Background: an optimization exercise with open tools, aiming at small area. Do not read the settings as production practice. Only simulation tests tie the RTL to the original design; equivalence was not proved. No activity file was given, so power comes from the tool's default toggle rates.

Setup of try-juniper:
Design sram16x8, start of the top module:
module sram16x8 (
    input clk,
    input rst_n,       
    input we_n,        
    input [6:0] addr,  
    input  din,        
    output dout        
);
    wire [3:0] ra = addr[6:3];
    wire [2:0] ca = addr[2:0];
    wire wr  = ~we_n & rst_n;
    wire [15:0] r;
    wire [7:0] cs, cc;
    genvar i, j;
    generate
        for (i = 0; i < 16; i = i + 1) begin : g_row
            assign r[i] = (ra == i) | ~rst_n;
        end
        for (j = 0; j < 8; j = j + 1) begin : g_col
            assign cs[j] = (ca == j) & wr & din;
            assign cc[j] = ((ca == j) & wr & ~din) | ~rst_n;
        end
    endgenerate
    reg  [127:0] mem;
    wire [127:0] mem_d;
    generate
        for (i = 0; i < 16; i = i + 1) begin : g_r
            for (j = 0; j < 8; j = j + 1) begin : g_c
                write_driver u_w (.q(mem[i*8+j]), .r(r[i]), .cs(cs[j]), .cc(cc[j]), .d(mem_d[i*8+j]));
            end
        end
    endgenerate
    always @(posedge clk) mem <= mem_d;
    wire [7:0] colv_n;
    generate
        for (j = 0; j < 8; j = j + 1) begin : g_rd
            wire [15:0] q;
            wire [5:0] g;
            for (i = 0; i < 16; i = i + 1) begin : g_q
                assign q[i] = mem[i*8+j];
            end
            rd3 u0 (.a(q[2:0]),   .s(r[2:0]),   .y_n(g[0]));
            rd3 u1 (.a(q[5:3]),   .s(r[5:3]),   .y_n(g[1]));
            rd3 u2 (.a(q[8:6]),   .s(r[8:6]),   .y_n(g[2]));
            rd3 u3 (.a(q[11:9]),  .s(r[11:9]),  .y_n(g[3]));
            rd3 u4 (.a(q[14:12]), .s(r[14:12]), .y_n(g[4]));
            rd1 u5 (.a(q[15]),    .s(r[15]),    .y_n(g[5]));
            assign colv_n[j] = &g;
        end
    endgenerate
    reg dout_r;
    always @(posedge clk)
        dout_r <= rst_n & ~colv_n[ca];
    assign dout = dout_r;
endmodule
make LEC_CHECK=0 CAP_MARGIN=0 CORE_MARGIN=2 CORE_UTILIZATION=60 CTS_BUF_LIST='sky130_fd_sc_hd__clkbuf_2 sky130_fd_sc_hd__clkbuf_4' CTS_CLUSTER_SIZE=30 SLEW_MARGIN=0 SYNTH_HIERARCHICAL=1 finish   # period 4.0 ns
run.sh (not shown) runs the stock make flow with config.mk's settings and CLKGATE_MAP_FILE= SYNTH_SCRIPT=/design/flow/synth_recipe.tcl, a recipe that flattens the netlist after the stock synthesis.
try-juniper reached the final stage; the timing, design-rule and antenna checks on its layout passed.
Setup changes, try-juniper to try-delta
Settings: clearing CTS_BUF_LIST, which used to be sky130_fd_sc_hd__clkbuf_2 sky130_fd_sc_hd__clkbuf_4; swapping 0 for 20 in SLEW_MARGIN; swapping 0 for 20 in CAP_MARGIN; swapping 60 for 40 in CORE_UTILIZATION; clearing CTS_CLUSTER_SIZE, which used to be 30.
Notes after the runs:
Side by side, max-slew headroom at the worst pin turned out lower in try-delta than in try-juniper. Between try-delta and try-juniper, first-pass iteration count of the detailed router is lower for try-delta, try-juniper comes in above that. [compare] base=try-juniper new=try-delta: final clock period utilization by the worst path shows an increase of 5.3 points; global router's overall resource usage shows a reduction of 8.5 points; met3 track demand over resource shows a reduction of 0.93 points. NOTE post-detailed-route via-to-cell ratio try-juniper->try-delta decreased by a few percent. Total wire length was higher in the run labelled try-delta. try-delta — combinational share of power 1.8 points lower, try-juniper as reference. Relative to try-juniper, the final cell area reported for try-delta is higher.
Setup changes, try-delta to try-yarrow
Settings: SLEW_MARGIN now 0, was 20; CTS_BUF_LIST now sky130_fd_sc_hd__clkbuf_4, previously not set; CAP_MARGIN now 0, was 20.
==> results.txt <==
From try-delta to try-yarrow the numbers moved as follows: clock-buffer cell count dropped 1; routed length on met1 barely changed; number of well taps barely changed; total wire length after detailed routing dropped about 1.1%. Taking try-delta as the reference, in try-yarrow final critical-path share of the clock period dropped 3.1 points; power per unit of standard cell area decreased about 15%.
diff inputs: try-yarrow => try-harbor
Settings: GPL_TIMING_DRIVEN: unset -> 0.
==> results.txt <==
Lower routed wire length among try-harbor and try-yarrow: try-harbor
The lower sequential share of layout area of try-harbor and try-yarrow is in try-yarrow.
| clock transition at the register clock pins on the worst setup and hold paths after CTS | try-yarrow vs try-harbor | ≈ equal |
Going from try-yarrow to try-harbor, the met1 usage in global routing was found to have gone down by 2.7 points.
Final RePlAce weighted congestion, try-harbor and try-yarrow: smaller value in try-harbor
Diff try-yarrow -> try-harbor: maximum clock rate now sits lower; logic depth of the worst path, buffers included now sits higher; post-synthesis to final-layout area growth now sits lower; highest fanout seen on the critical path now sits lower.
Relative to try-yarrow, post-layout net count has gone down in try-harbor.

[separate check: timing with driven ports]
How much do the figures lean on ideal ports? The routed layouts below were timed once more, with nothing changed but the port constraints.
Step 1 sets driving cells, clkbuf_16 on the clock port and buf_2 on the other inputs (assumed; they add their load-dependent delay and slew).
Step 2 moves the port delays by t, midway between the first and last clock arrival at a register: inputs arrive t later, outputs are due t later. That takes back most of the time a late clock gives input paths.
a / b / c = no drivers / after step 1 / after step 2; a / b = the first two.
run | t, ns | setup WS [ns] | worst hold slack (ns) | worst slew at a driven data input, ns | cell pins on the clock port's net
try-juniper | 0.536 | 1.275 / 1.273 / 0.736 | 0.510 / 0.510 / 0.510 | 0.03 | 1
try-delta | 0.461 | 1.063 / 1.076 / 0.615 | 0.496 / 0.496 / 0.496 | 0.04 | 1
try-yarrow | 0.575 | 1.187 / 1.189 / 0.615 | 0.507 / 0.507 / 0.507 | 0.05 | 1
try-harbor | 0.558 | 0.926 / 0.933 / 0.375 | 0.508 / 0.508 / 0.508 | 0.05 | 1
After both steps setup and hold are still met in every run listed. For try-yarrow, which loses most, drivers alone change the setup slack by +0.002 ns; drivers and shift together by -0.572 ns.
